This is an optimization exercise on Yosys and OpenROAD, whose aim is small area and a short achievable clock period, not a production implementation. No run shown here included a check of the RTL's function; only the layout flow was run. No run shown here takes its clock network from TritonCTS; it comes from the design's own scripts or RTL. No driver is modelled on the clock port, so clock power and skew are understated where the tree is cut down; a real chip needs a root buffer or a tree. No activity file was given, so power comes from the tool's default toggle rates.

==> flow/design.v (outline; a module is shown in full before it is edited, if it fits) <==
// module mul16_top: 15 lines
// module multiplier: 1645 lines
// module mul_fa: 4 lines
// module mul_xnor: 3 lines
// module mul_or: 3 lines
module mul16_top(
    input clk,
    input [15:0] a,
    input [15:0] b,
    output reg [31:0] res
);
  // ...
==> flow/flow/run.sh <==
#!/bin/bash
# Own layout flow: the standard ORFS flow (standard.sh), with
#  - port buffers of a small, fast buffer cell instead of the default delay buffer;
#  - the clock tree rebuilt after CTS as one level of four buffers driven by the clock
#    port (flatten_clock_core.tcl), which shortens the clock's insertion delay for all
#    registers alike;
#  - after that, and after global routing, timing repair aiming for setup slack above a
#    margin, so that the design is sized for the period it can reach rather than left at
#    minimum size by the loose clock.
# make's output goes to standard.log here; ORFS keeps each step's log in orfs/logs.
set -euo pipefail
cd "$(dirname "$0")/.."
export FLOW_DIR_OWN="$PWD/flow"
export FLOW_SETUP_MARGIN=0
export FLOW_IN_REG_CELL=sky130_fd_sc_hd__dfxtp_4
export BUFFER_PORTS_ARGS="-buffer_cell sky130_fd_sc_hd__buf_1"
export CTS_ARGS="-sink_clustering_enable -repair_clock_nets -dont_use_dummy_load -buf_list sky130_fd_sc_hd__clkbuf_8"
export POST_CTS_TCL="$PWD/flow/flatten_clock_post.tcl"
export PRE_GLOBAL_ROUTE_TCL="$PWD/flow/grt_margin.tcl"
bash standard.sh > standard.log 2>&1
==> flow/flow/flatten_clock_core.tcl <==
# Rebuild the clock tree that CTS made as a single level: the clock port drives
# NLEAF clock buffers directly, each driving the registers of one region of the
# core. This removes the root buffer level and so the clock's insertion delay
# (it does not skew registers against each other: all go through one buffer).
set nleaf 4
set bufcell sky130_fd_sc_hd__clkbuf_16
set block [ord::get_db_block]
set clknet [$block findNet clk]
# every register clock pin (sink) of the tree, and every clock-tree buffer
set sinks {}
set bufs {}
set todo [list $clknet]
while {[llength $todo]} {
  set net [lindex $todo 0]
  set todo [lrange $todo 1 end]
  foreach it [$net getITerms] {
    if {![$it isInputSignal] && [$it getIoType] ne "INPUT"} { continue }
    set inst [$it getInst]
    set m [[$inst getMaster] getName]
    if {[string match "sky130_fd_sc_hd__clkbuf*" $m] || [string match "sky130_fd_sc_hd__clkinv*" $m] || [string match "sky130_fd_sc_hd__buf*" $m]} {
      if {[lsearch -exact $bufs $inst] < 0} {
        lappend bufs $inst
        foreach o [$inst getITerms] {
          if {[$o isOutputSignal]} { lappend todo [$o getNet] }
        }
      }
    } else {
      lappend sinks $it
    }
  }
}
puts "flatten_clock: [llength $sinks] sinks, [llength $bufs] buffers"
# split the sinks into nleaf groups: halves by x, then each half by y
proc loc {it} {
  set b [[$it getInst] getBBox]
  return [list [expr {([$b xMin] + [$b xMax]) / 2}] [expr {([$b yMin] + [$b yMax]) / 2}]]
}
proc split_by {items idx} {
  set s [lsort -real -index 1 [lmap it $items {list $it [lindex [loc $it] $idx]}]]
  set n [expr {[llength $s] / 2}]
  return [list [lmap p [lrange $s 0 [expr {$n - 1}]] {lindex $p 0}] [lmap p [lrange $s $n end] {lindex $p 0}]]
}
set groups {}
foreach half [split_by $sinks 0] {
  foreach q [split_by $half 1] { lappend groups $q }
}
# remove the old tree
foreach inst $bufs {
  foreach o [$inst getITerms] {
    if {[$o isOutputSignal]} {
      set n [$o getNet]
      foreach it [$n getITerms] { $it disconnect }
      odb::dbNet_destroy $n
    }
  }
  odb::dbInst_destroy $inst
}
# one buffer per group, at the group's centre
set master [[ord::get_db] findMaster $bufcell]
set k 0
foreach g $groups {
  set sx 0; set sy 0
  foreach it $g { lassign [loc $it] x y; incr sx $x; incr sy $y }
  set cx [expr {$sx / [llength $g]}]; set cy [expr {$sy / [llength $g]}]
  set inst [odb::dbInst_create $block $master "clkbuf_leaf_$k"]
  set net [odb::dbNet_create $block "clknet_leaf_$k"]
  $net setSigType CLOCK
  [$inst findITerm A] connect $clknet
  [$inst findITerm X] connect $net
  foreach it $g { $it connect $net }
  $inst setLocation $cx $cy
  $inst setPlacementStatus PLACED
  puts "flatten_clock: clkbuf_leaf_$k drives [llength $g] sinks"
  incr k
}
==> flow/flow/flatten_clock_post.tcl <==
source $::env(FLOW_DIR_OWN)/flatten_clock_core.tcl
if {[info exists ::env(FLOW_IN_REG_CELL)] && $::env(FLOW_IN_REG_CELL) ne ""} {
  foreach inst [get_cells {a_r* b_r*}] {
    replace_cell $inst $::env(FLOW_IN_REG_CELL)
  }
}
detailed_placement
estimate_parasitics -placement
# size the design for the period it can reach: repair setup against a margin
set ::env(SETUP_SLACK_MARGIN) $::env(FLOW_SETUP_MARGIN)
repair_timing_helper
detailed_placement
check_placement -verbose
==> flow/flow/grt_margin.tcl <==
# the global-route stage's timing repair uses the same setup margin as after CTS
set ::env(SETUP_SLACK_MARGIN) $::env(FLOW_SETUP_MARGIN)
==> flow/standard.sh <==
#!/bin/bash
# synth_recipe.tcl (not shown) runs the flow's synth.tcl, then flattens the netlist and writes it again
# the make line also repeats each setting of config.mk as NAME=value (left out here)
make -C /OpenROAD-flow-scripts/flow DESIGN_CONFIG=/design/flow/config.mk WORK_HOME=/design/flow/orfs CLKGATE_MAP_FILE= SYNTH_SCRIPT=/design/flow/synth_recipe.tcl "${@:-finish}"
==> flow/config.mk <==
export PLATFORM = sky130hd
export DESIGN_NAME = mul16_top
export DESIGN_NICKNAME = mul16_top
export VERILOG_FILES = /design/flow/design.v
export SDC_FILE = /design/flow/constraint.sdc
export NUM_CORES = 4
export LEC_CHECK = 0
export CAP_MARGIN = 20
export CORE_MARGIN = 2
export CORE_UTILIZATION = 55
export SLEW_MARGIN = 20
export SYNTH_HIERARCHICAL = 1
==> flow/constraint.sdc <==
create_clock -name core_clock -period 22.0 [get_ports {clk}]
set_input_delay 4.4000 -clock core_clock [delete_from_list [all_inputs] [get_ports {clk}]]
set_output_delay 4.4000 -clock core_clock [all_outputs]
set_load 0.01 [all_outputs]
==> run notes, run 1 <==
- Delay-heaviest family, CP: adder cells
- Unrepaired setup endpoints after global routing: false
- Synth Register Bits: 64
- Number of clock sinks: 64
- Total overflow reported by the global router: 0
- Maximum Capacitance Violations: 0
- GRT met1 Usage: about a third
- Fraction of the yosys area taken by sequential cells: 16.20%
- Net Sw Frac: between 40 and 50%
- Library cell appearing most often on the critical path: sky130_fd_sc_hd__fa_1
- Cell internal pwr: 0.7131 mW
- Final worst slack: about 16000 ps
- Static leakage power: between 2 and 3 nW
- Worst R2R Setup Slack: 16010 ps
- Via density per instance: approximately 5.7
- Flip-flop count of the largest register, all copies and words added: 32
- Synthesized Nets: 1031
- Clock period minus final worst setup slack: roughly 6000 ps
- Fraction of the mapped netlist area in simple logic gates: between 15 and 20%
- Met3 Wirelength: around 1100 um
- Average wire per cell in the routed design: between 20 and 25 um
- Fraction of final layout cells with drive strength greater than 1: around 5.9%
- Largest Pwr Group: combinational logic
- Top-Level Pins: 65
- Final Hold Fails: 0
- Multi-input gate share of the layout cell area: 76.02%
- Count of nets left with antenna violations after detail routing: 0
- Placed wire-length estimate after detailed placement: 15310 um
- Width of the die: about 120 um
- GR Util met2: a little over half
- RR Endpoint: res[28]
- Launch instance of the worst min-delay path: b_r[0]
- Post-Syn Area: 7909 um^2
- Pre-Repair DR Iteration Count: 6
- Site row count: between 40 and 50
- Result of the run: timing/DRC/antenna clean
- Number of cells on the worst hold path: 1
==> run 2, diff against run 1 <==
--- a/flow/design.v
+++ b/flow/design.v
@@ -869,62 +869,16 @@
   wire G848;
   wire P849;
   wire G850;
   wire P851;
   wire G852;
   wire P853;
   wire G854;
   wire P855;
-  wire G856;
-  wire P857;
-  wire G858;
-  wire P859;
-  wire G860;
-  wire P861;
-  wire G862;
-  wire P863;
-  wire G864;
-  wire P865;
-  wire G866;
-  wire P867;
-  wire G868;
-  wire P869;
-  wire G870;
-  wire P871;
-  wire G872;
-  wire P873;
-  wire G874;
-  wire P875;
-  wire G876;
-  wire P877;
-  wire G878;
-  wire P879;
-  wire G880;
-  wire P881;
-  wire G882;
-  wire P883;
-  wire G884;
-  wire P885;
-  wire G886;
-  wire P887;
-  wire G888;
-  wire P889;
-  wire G890;
-  wire P891;
-  wire G892;
-  wire P893;
-  wire G894;
-  wire P895;
-  wire G896;
-  wire P897;
-  wire G898;
-  wire P899;
-  wire G900;
-  wire P901;
   assign pp1 = ~(a[0] & b[0]);
   assign pp2 = ~(a[1] & b[0]);
   assign pp3 = ~(a[2] & b[0]);
   assign pp4 = ~(a[3] & b[0]);
   assign pp5 = ~(a[4] & b[0]);
   assign pp6 = ~(a[5] & b[0]);
   assign pp7 = ~(a[6] & b[0]);
   assign pp8 = ~(a[7] & b[0]);
@@ -1493,176 +1447,130 @@
   assign G766 = g727 | (p728 & g725);
   assign P767 = p728 & p726;
   assign G768 = g731 | (p732 & g729);
   assign P769 = p732 & p730;
   assign G770 = g735 | (p736 & g733);
   assign P771 = p736 & p734;
   assign G772 = g739 | (p740 & g737);
   assign P773 = p740 & p738;
-  assign G774 = g681 | (p682 & G742);
-  assign P775 = p682 & P743;
-  assign G776 = G744 | (P745 & G742);
-  assign P777 = P745 & P743;
-  assign G778 = g689 | (p690 & G746);
-  assign P779 = p690 & P747;
-  assign G780 = G748 | (P749 & G746);
-  assign P781 = P749 & P747;
-  assign G782 = g697 | (p698 & G750);
-  assign P783 = p698 & P751;
-  assign G784 = G752 | (P753 & G750);
-  assign P785 = P753 & P751;
-  assign G786 = g705 | (p706 & G754);
-  assign P787 = p706 & P755;
-  assign G788 = G756 | (P757 & G754);
-  assign P789 = P757 & P755;
-  assign G790 = g713 | (p714 & G758);
-  assign P791 = p714 & P759;
-  assign G792 = G760 | (P761 & G758);
-  assign P793 = P761 & P759;
-  assign G794 = g721 | (p722 & G762);
-  assign P795 = p722 & P763;
-  assign G796 = G764 | (P765 & G762);
-  assign P797 = P765 & P763;
-  assign G798 = g729 | (p730 & G766);
-  assign P799 = p730 & P767;
-  assign G800 = G768 | (P769 & G766);
-  assign P801 = P769 & P767;
-  assign G802 = g737 | (p738 & G770);
-  assign P803 = p738 & P771;
-  assign G804 = G772 | (P773 & G770);
-  assign P805 = P773 & P771;
-  assign G806 = g685 | (p686 & G776);
-  assign P807 = p686 & P777;
-  assign G808 = G746 | (P747 & G776);
-  assign P809 = P747 & P777;
-  assign G810 = G778 | (P779 & G776);
-  assign P811 = P779 & P777;
-  assign G812 = G780 | (P781 & G776);
-  assign P813 = P781 & P777;
-  assign G814 = g701 | (p702 & G784);
-  assign P815 = p702 & P785;
-  assign G816 = G754 | (P755 & G784);
-  assign P817 = P755 & P785;
-  assign G818 = G786 | (P787 & G784);
-  assign P819 = P787 & P785;
-  assign G820 = G788 | (P789 & G784);
-  assign P821 = P789 & P785;
-  assign G822 = g717 | (p718 & G792);
-  assign P823 = p718 & P793;
-  assign G824 = G762 | (P763 & G792);
-  assign P825 = P763 & P793;
-  assign G826 = G794 | (P795 & G792);
-  assign P827 = P795 & P793;
-  assign G828 = G796 | (P797 & G792);
-  assign P829 = P797 & P793;
-  assign G830 = g733 | (p734 & G800);
-  assign P831 = p734 & P801;
-  assign G832 = G770 | (P771 & G800);
-  assign P833 = P771 & P801;
-  assign G834 = G802 | (P803 & G800);
-  assign P835 = P803 & P801;
-  assign G836 = G804 | (P805 & G800);
-  assign P837 = P805 & P801;
-  assign G838 = g693 | (p694 & G812);
-  assign P839 = p694 & P813;
-  assign G840 = G750 | (P751 & G812);
-  assign P841 = P751 & P813;
-  assign G842 = G782 | (P783 & G812);
-  assign P843 = P783 & P813;
-  assign G844 = G784 | (P785 & G812);
-  assign P845 = P785 & P813;
-  assign G846 = G814 | (P815 & G812);
-  assign P847 = P815 & P813;
-  assign G848 = G816 | (P817 & G812);
-  assign P849 = P817 & P813;
-  assign G850 = G818 | (P819 & G812);
-  assign P851 = P819 & P813;
-  assign G852 = G820 | (P821 & G812);
-  assign P853 = P821 & P813;
-  assign G854 = g725 | (p726 & G828);
-  assign P855 = p726 & P829;
-  assign G856 = G766 | (P767 & G828);
-  assign P857 = P767 & P829;
-  assign G858 = G798 | (P799 & G828);
-  assign P859 = P799 & P829;
-  assign G860 = G800 | (P801 & G828);
-  assign P861 = P801 & P829;
-  assign G862 = G830 | (P831 & G828);
-  assign P863 = P831 & P829;
-  assign G864 = G832 | (P833 & G828);
-  assign P865 = P833 & P829;
-  assign G866 = G834 | (P835 & G828);
-  assign P867 = P835 & P829;
-  assign G868 = G836 | (P837 & G828);
-  assign P869 = P837 & P829;
-  assign G870 = g709 | (p710 & G852);
-  assign P871 = p710 & P853;
-  assign G872 = G758 | (P759 & G852);
-  assign P873 = P759 & P853;
-  assign G874 = G790 | (P791 & G852);
-  assign P875 = P791 & P853;
-  assign G876 = G792 | (P793 & G852);
-  assign P877 = P793 & P853;
-  assign G878 = G822 | (P823 & G852);
-  assign P879 = P823 & P853;
-  assign G880 = G824 | (P825 & G852);
-  assign P881 = P825 & P853;
-  assign G882 = G826 | (P827 & G852);
-  assign P883 = P827 & P853;
-  assign G884 = G828 | (P829 & G852);
-  assign P885 = P829 & P853;
-  assign G886 = G854 | (P855 & G852);
-  assign P887 = P855 & P853;
-  assign G888 = G856 | (P857 & G852);
-  assign P889 = P857 & P853;
-  assign G890 = G858 | (P859 & G852);
-  assign P891 = P859 & P853;
-  assign G892 = G860 | (P861 & G852);
-  assign P893 = P861 & P853;
-  assign G894 = G862 | (P863 & G852);
-  assign P895 = P863 & P853;
-  assign G896 = G864 | (P865 & G852);
-  assign P897 = P865 & P853;
-  assign G898 = G866 | (P867 & G852);
-  assign P899 = P867 & P853;
-  assign G900 = G868 | (P869 & G852);
-  assign P901 = P869 & P853;
+  assign G774 = G744 | (P745 & G742);
+  assign P775 = P745 & P743;
+  assign G776 = G748 | (P749 & G746);
+  assign P777 = P749 & P747;
+  assign G778 = G752 | (P753 & G750);
+  assign P779 = P753 & P751;
+  assign G780 = G756 | (P757 & G754);
+  assign P781 = P757 & P755;
+  assign G782 = G760 | (P761 & G758);
+  assign P783 = P761 & P759;
+  assign G784 = G764 | (P765 & G762);
+  assign P785 = P765 & P763;
+  assign G786 = G768 | (P769 & G766);
+  assign P787 = P769 & P767;
+  assign G788 = G772 | (P773 & G770);
+  assign P789 = P773 & P771;
+  assign G790 = G776 | (P777 & G774);
+  assign P791 = P777 & P775;
+  assign G792 = G780 | (P781 & G778);
+  assign P793 = P781 & P779;
+  assign G794 = G784 | (P785 & G782);
+  assign P795 = P785 & P783;
+  assign G796 = G788 | (P789 & G786);
+  assign P797 = P789 & P787;
+  assign G798 = G792 | (P793 & G790);
+  assign P799 = P793 & P791;
+  assign G800 = G796 | (P797 & G794);
+  assign P801 = P797 & P795;
+  assign G802 = G800 | (P801 & G798);
+  assign P803 = P801 & P799;
+  assign G804 = G794 | (P795 & G798);
+  assign P805 = P795 & P799;
+  assign G806 = G778 | (P779 & G790);
+  assign P807 = P779 & P791;
+  assign G808 = G782 | (P783 & G798);
+  assign P809 = P783 & P799;
+  assign G810 = G786 | (P787 & G804);
+  assign P811 = P787 & P805;
+  assign G812 = G746 | (P747 & G774);
+  assign P813 = P747 & P775;
+  assign G814 = G750 | (P751 & G790);
+  assign P815 = P751 & P791;
+  assign G816 = G754 | (P755 & G806);
+  assign P817 = P755 & P807;
+  assign G818 = G758 | (P759 & G798);
+  assign P819 = P759 & P799;
+  assign G820 = G762 | (P763 & G808);
+  assign P821 = P763 & P809;
+  assign G822 = G766 | (P767 & G804);
+  assign P823 = P767 & P805;
+  assign G824 = G770 | (P771 & G810);
+  assign P825 = P771 & P811;
+  assign G826 = g681 | (p682 & G742);
+  assign P827 = p682 & P743;
+  assign G828 = g685 | (p686 & G774);
+  assign P829 = p686 & P775;
+  assign G830 = g689 | (p690 & G812);
+  assign P831 = p690 & P813;
+  assign G832 = g693 | (p694 & G790);
+  assign P833 = p694 & P791;
+  assign G834 = g697 | (p698 & G814);
+  assign P835 = p698 & P815;
+  assign G836 = g701 | (p702 & G806);
+  assign P837 = p702 & P807;
+  assign G838 = g705 | (p706 & G816);
+  assign P839 = p706 & P817;
+  assign G840 = g709 | (p710 & G798);
+  assign P841 = p710 & P799;
+  assign G842 = g713 | (p714 & G818);
+  assign P843 = p714 & P819;
+  assign G844 = g717 | (p718 & G808);
+  assign P845 = p718 & P809;
+  assign G846 = g721 | (p722 & G820);
+  assign P847 = p722 & P821;
+  assign G848 = g725 | (p726 & G804);
+  assign P849 = p726 & P805;
+  assign G850 = g729 | (p730 & G822);
+  assign P851 = p730 & P823;
+  assign G852 = g733 | (p734 & G810);
+  assign P853 = p734 & P811;
+  assign G854 = g737 | (p738 & G824);
+  assign P855 = p738 & P825;
   assign res[0] = ~(p678 ^ 1'b1);
   assign res[1] = ~(p680 ^ g741);
   assign res[2] = ~(p682 ^ G742);
-  assign res[3] = ~(p684 ^ G774);
-  assign res[4] = ~(p686 ^ G776);
-  assign res[5] = ~(p688 ^ G806);
-  assign res[6] = ~(p690 ^ G808);
-  assign res[7] = ~(p692 ^ G810);
-  assign res[8] = ~(p694 ^ G812);
-  assign res[9] = ~(p696 ^ G838);
-  assign res[10] = ~(p698 ^ G840);
-  assign res[11] = ~(p700 ^ G842);
-  assign res[12] = ~(p702 ^ G844);
-  assign res[13] = ~(p704 ^ G846);
-  assign res[14] = ~(p706 ^ G848);
-  assign res[15] = ~(p708 ^ G850);
-  assign res[16] = ~(p710 ^ G852);
-  assign res[17] = ~(p712 ^ G870);
-  assign res[18] = ~(p714 ^ G872);
-  assign res[19] = ~(p716 ^ G874);
-  assign res[20] = ~(p718 ^ G876);
-  assign res[21] = ~(p720 ^ G878);
-  assign res[22] = ~(p722 ^ G880);
-  assign res[23] = ~(p724 ^ G882);
-  assign res[24] = ~(p726 ^ G884);
-  assign res[25] = ~(p728 ^ G886);
-  assign res[26] = ~(p730 ^ G888);
-  assign res[27] = ~(p732 ^ G890);
-  assign res[28] = ~(p734 ^ G892);
-  assign res[29] = ~(p736 ^ G894);
-  assign res[30] = ~(p738 ^ G896);
-  assign res[31] = ~(p740 ^ G898);
+  assign res[3] = ~(p684 ^ G826);
+  assign res[4] = ~(p686 ^ G774);
+  assign res[5] = ~(p688 ^ G828);
+  assign res[6] = ~(p690 ^ G812);
+  assign res[7] = ~(p692 ^ G830);
+  assign res[8] = ~(p694 ^ G790);
+  assign res[9] = ~(p696 ^ G832);
+  assign res[10] = ~(p698 ^ G814);
+  assign res[11] = ~(p700 ^ G834);
+  assign res[12] = ~(p702 ^ G806);
+  assign res[13] = ~(p704 ^ G836);
+  assign res[14] = ~(p706 ^ G816);
+  assign res[15] = ~(p708 ^ G838);
+  assign res[16] = ~(p710 ^ G798);
+  assign res[17] = ~(p712 ^ G840);
+  assign res[18] = ~(p714 ^ G818);
+  assign res[19] = ~(p716 ^ G842);
+  assign res[20] = ~(p718 ^ G808);
+  assign res[21] = ~(p720 ^ G844);
+  assign res[22] = ~(p722 ^ G820);
+  assign res[23] = ~(p724 ^ G846);
+  assign res[24] = ~(p726 ^ G804);
+  assign res[25] = ~(p728 ^ G848);
+  assign res[26] = ~(p730 ^ G822);
+  assign res[27] = ~(p732 ^ G850);
+  assign res[28] = ~(p734 ^ G810);
+  assign res[29] = ~(p736 ^ G852);
+  assign res[30] = ~(p738 ^ G824);
+  assign res[31] = ~(p740 ^ G854);
 endmodule
 module mul_fa(input a, input b, input ci, output s, output co);
   assign s = a ^ b ^ ci;
   assign co = (a & b) | (a & ci) | (b & ci);
 endmodule
 module mul_xnor(input a, input b, output y);
   assign y = ~(a ^ b);
 endmodule
==> run 2 against run 1 <==
Compared with the run above:
- hold slack got worse by 29 ps
- sequential power barely moved
- routed wire length fell by 3.8%
- global-route usage is 1.1 points lower
- synthesized cell count shrank 1.4%
- setup slack gained 390 ps
- final area rose by 0.30%
- area after synthesis is 0.27% higher
- die area rose by 0.26%
- register-to-register slack improved by 390 ps
- clock power is 1% higher
- utilization rose by 0.18 points
- critical endpoint is now res[30]
==> run notes, run 2 <==
- Height of the chip: between 100 and 150 um
- Launch instance of the worst min-delay path: a_r[0]
- Buffers on Ports: 64
- Cell total after placement: roughly 940
- Flip-flop count of the largest register, all copies and words added: 32 (unchanged)
- Cell internal pwr: 0.6880 mW (-3.5%)
- Initial core utilization: roughly 57%
- Post-synth top cells: sky130_fd_sc_hd__nand2_1, sky130_fd_sc_hd__fa_1, sky130_fd_sc_hd__dfxtp_1
- Number of clock sinks: 64 (unchanged)
- Via count of the first global-routing pass: 6097
- Pre-Repair DR Iteration Count: 4 (-2)
- Critical Path End: res[30]
- Crit Reg-Reg Startpoint: a_r[9]
- Final Hold Fails: 0 (unchanged)
- Result of the run: timing/DRC/antenna clean
- Final count of negative-setup-slack endpoints: 0
- Overall routing resource usage: approximately 28%
- Most repeated cell in the gate-level netlist after synthesis: sky130_fd_sc_hd__nand2_1
- Commonest cells after routing, fill and taps aside: sky130_fd_sc_hd__nand2_1, sky130_fd_sc_hd__fa_1, sky130_fd_sc_hd__buf_1
- GP Congestion: 0.8709
- Clock power frac: under 10%
- Starting DRT DRC Count: 330
- Number of cells on the worst hold path: 1 (unchanged)
- Clock latency of the later-clocked register in the worst-skew pair: 150 ps
- Static leakage power: 3.034 nW (+3.1%)
- Area taken by multi-input logic gates: approximately 6300 um^2
- Fin Clk Skew: 16.78 ps
- Clock period minus final worst setup slack: 5596 ps (-390.8 ps)
- Total overflow reported by the global router: 0 (unchanged)
- Pin count of the biggest net entering global routing: 17
- Crit path launch type: register
- Count of nets left with antenna violations after detail routing: 0 (unchanged)
- Synthesis warning total: 7
- Number of nets in the layout: approximately 1000
- Highest fanout seen on the critical path: 16
- Required time of the worst setup path: ~22000 ps
- Fraction of final layout cells with drive strength greater than 1: 5.882% (-0.045 points)
- Site row count: 43 (unchanged)
- CP Data Arrival Time: ~5700 ps
- Average wire per cell in the routed design: 20.26 um (-2.6%)
- Via count: between 5000 and 6000
- Top Registers: res (32), a_r (16), b_r (16)
- Number of cells produced by synthesis: 758
- Synth Register Bits: 64 (unchanged)
- Comb power frac: between 80% and 90%
- Pwr/cell area: approximately 160 nW/um^2
- Max_slew headroom: between 60% and 70%
- Top reg by flops: res
- Biggest area consumer among synthesized cells: sky130_fd_sc_hd__fa_1
- Synthesized area divided by synthesized cell count: between 10 and 15 um^2
- Maximum Capacitance Violations: 0 (unchanged)
- Type of the worst setup path: reg -> reg
- Most frequent standard cell in the layout excluding fill and tap cells: sky130_fd_sc_hd__nand2_1
- Routed wire length: 19150 um
- Top-Level Pins: 65 (unchanged)
- Signed area change from the synthesized netlist to the final layout: 5.712%
- Placed wire-length estimate after detailed placement: 14840 um (-3.0%)
- Fraction of the yosys area taken by sequential cells: 16.16% (-0.043 points)
- Element type at the critical path end: register
- RR Endpoint: res[30]
- Peak Freq: 0.1787 GHz
- Number of standard cells in the final layout excluding fillers: between 900 and 1000
- Fin util: around three fifths
- Worst reg2reg path depth: 16
- Number of max-slew violations in the final report: 0
- Net Sw Frac: 49.89% (+1.1 points)
- Share of flip-flops with an asynchronous set or reset after synthesis: 0%
- Path category of the worst min-delay check: reg -> reg
- Post-Syn Area: 7930 um^2 (+0.27%)
- Launch point of the critical path: a_r[9]
- Power dissipated by switching net loads: 0.6850 mW
- Aggregate negative setup slack: 0 ps
- Antenna fix cells: 0
- Filler cell count in the final layout: approximately 1200
- Number of synthesized flops with an enable pin: 0
- Most area-consuming cells after synthesis: sky130_fd_sc_hd__fa_1, sky130_fd_sc_hd__dfxtp_1, sky130_fd_sc_hd__nand2_1
- Width of the die: 124.1 um (+0.13%)
- Via density per instance: 5.668 (-1.2%)
- Register cell area after layout: between 1000 and 1500 um^2
- Initial antenna violation count: 0
- Prevailing post-synth register cell: sky130_fd_sc_hd__dfxtp_1
- Synthesized Nets: 1030 (-0.097%)
- Transition time at the pin with the least slew margin: approximately 560 ps
- Share of Yosys cell area claimed by the top area cell type: a little over half
- Unrepaired setup endpoints after global routing: false
- DRC violation count after routing: 0
- Placeable core area: roughly 14000 um^2
- Worst VDD drop: 289.6 uV
- Number of library cell types mapped by synthesis: 35
- Worst R2R Setup Slack: 16400 ps (+390 ps)
- Global-route wire length before repair: about 32000 um
- Sequential share of power: between 10 and 15%
- Die Footprint: 15390 um^2
- CTS clk-pin slew, worst paths: roughly 90 ps
- Period utilisation layout: 25.44%
run 2: cell types whose count changed after synthesis, sizes merged, moves of 4 or more:
cell | before | now
fa | 199 | 210
nand3 | 5 | 0
inv | 6 | 28
xnor2 | 28 | 21
a21o | 9 | 4
nand2b | 6 | 2
run 2: power groups by stage:
stage | Clock [mW] | Combinational [mW] | Sequential, mW
floorplan | 0 | 0.845 | 0.196
global route | 0.0720 | 1.28 | 0.199
finish | 0.0659 | 1.11 | 0.195
global placement | 0 | 1.10 | 0.197
detailed placement | 0 | 1.12 | 0.198
run 2: modules after synthesis (local to each module, per instance):
module | cell area [um^2] | times used | cells
mul16_top | 1281 | 1 | 64
multiplier | 2520 | 1 | 469
mul_xnor | 8.758 | 15 | 1
mul_fa | 20.02 | 195 | 1
mul_or | 6.256 | 15 | 1
run 2: stage by stage:
step	cell area (um^2)	hold WS, ps	worst slack, ps	power, mW
final	8383	601.2	16400	1.373
after global routing	8383	634.3	16190	1.550
after detailed placement	8163	791.9	16010	1.321
after global placement	8163	792.9	16080	1.292
after floorplan	7930	622.4	16600	1.042
run 2: worst min path at each step:
stage                   to  slack (ps)
global placement    res[0]         790
finish              res[0]         600
detailed placement  res[0]         790
floorplan           res[0]         620
global route        res[0]         630
run 2: worst max-delay path, cell delays in order (launching register included):
cell and delay [ps]:
sky130_fd_sc_hd__dfxtp_4 500, sky130_fd_sc_hd__nand2_1 130, sky130_fd_sc_hd__fa_1 470, sky130_fd_sc_hd__fa_1 560, sky130_fd_sc_hd__fa_1 430, sky130_fd_sc_hd__fa_1 430, sky130_fd_sc_hd__fa_1 510, sky130_fd_sc_hd__fa_1 410
sky130_fd_sc_hd__ha_1 390, sky130_fd_sc_hd__a21oi_1 150, sky130_fd_sc_hd__o211ai_1 230, sky130_fd_sc_hd__a21oi_1 120, sky130_fd_sc_hd__nor2_1 200, sky130_fd_sc_hd__o31ai_4 130, sky130_fd_sc_hd__o31ai_1 330, sky130_fd_sc_hd__fa_1 470
sky130_fd_sc_hd__inv_1 60
run 2: area by class of cell:
type	count	area share (%)
inverters	28	1.254
multi-input cells	604	75.19
repair buffers	65	2.955
flip-flops and latches	64	16.72
well taps	180	2.687
plain buffers	4	1.194
run 2: kinds of logic after synthesis:
logic type               count (synthesis)  synth area share [%]
adder cells (fa/ha/maj)                239                 57.59
AND/OR/NAND/NOR                        296                 14.86
flip-flops                              64                 16.16
buffers and inverters                   90                 4.355
AO/OA/AOI/OAI                           40                 3.834
XOR/XNOR                                29                 3.203
run 2: metal layers:
layer | vias to the layer above | part of all wire, % | track usage (%)
met2 | 172 | 52 | 47.47
met5 | - | 0 | 0
met1 | 2847 | 40 | 36.04
met3 | 31 | 6.0 | 6.273
li1 | 2306 | - | -
met4 | 0 | 2.2 | 8.006

static timing again, ports no longer ideal:
No port has a modelled driver above. Below, the same layouts with a new extraction and two added sets of constraints. Step 1 sets driving cells, clkbuf_16 on the clock port and buf_2 on the other inputs (assumed; they add their load-dependent delay and slew). Step 2, shift: input delay + t, output delay - t, t = (earliest + latest rising clock arrival at the registers) / 2. This alone moves slack from input paths to output paths. Three values: ideal, step 1, step 2; two values: the first two.
run	t, ns	setup WS [ns]	worst hold slack (ns)	worst register clock-pin slew, ns
run 1	0.239	16.013 / 16.013 / 16.013	0.631 / 0.631 / 0.631	0.08 / 0.08
run 2	0.235	16.404 / 16.404 / 16.404	0.601 / 0.601 / 0.601	0.09 / 0.09
After both steps every run listed still meets setup and hold.
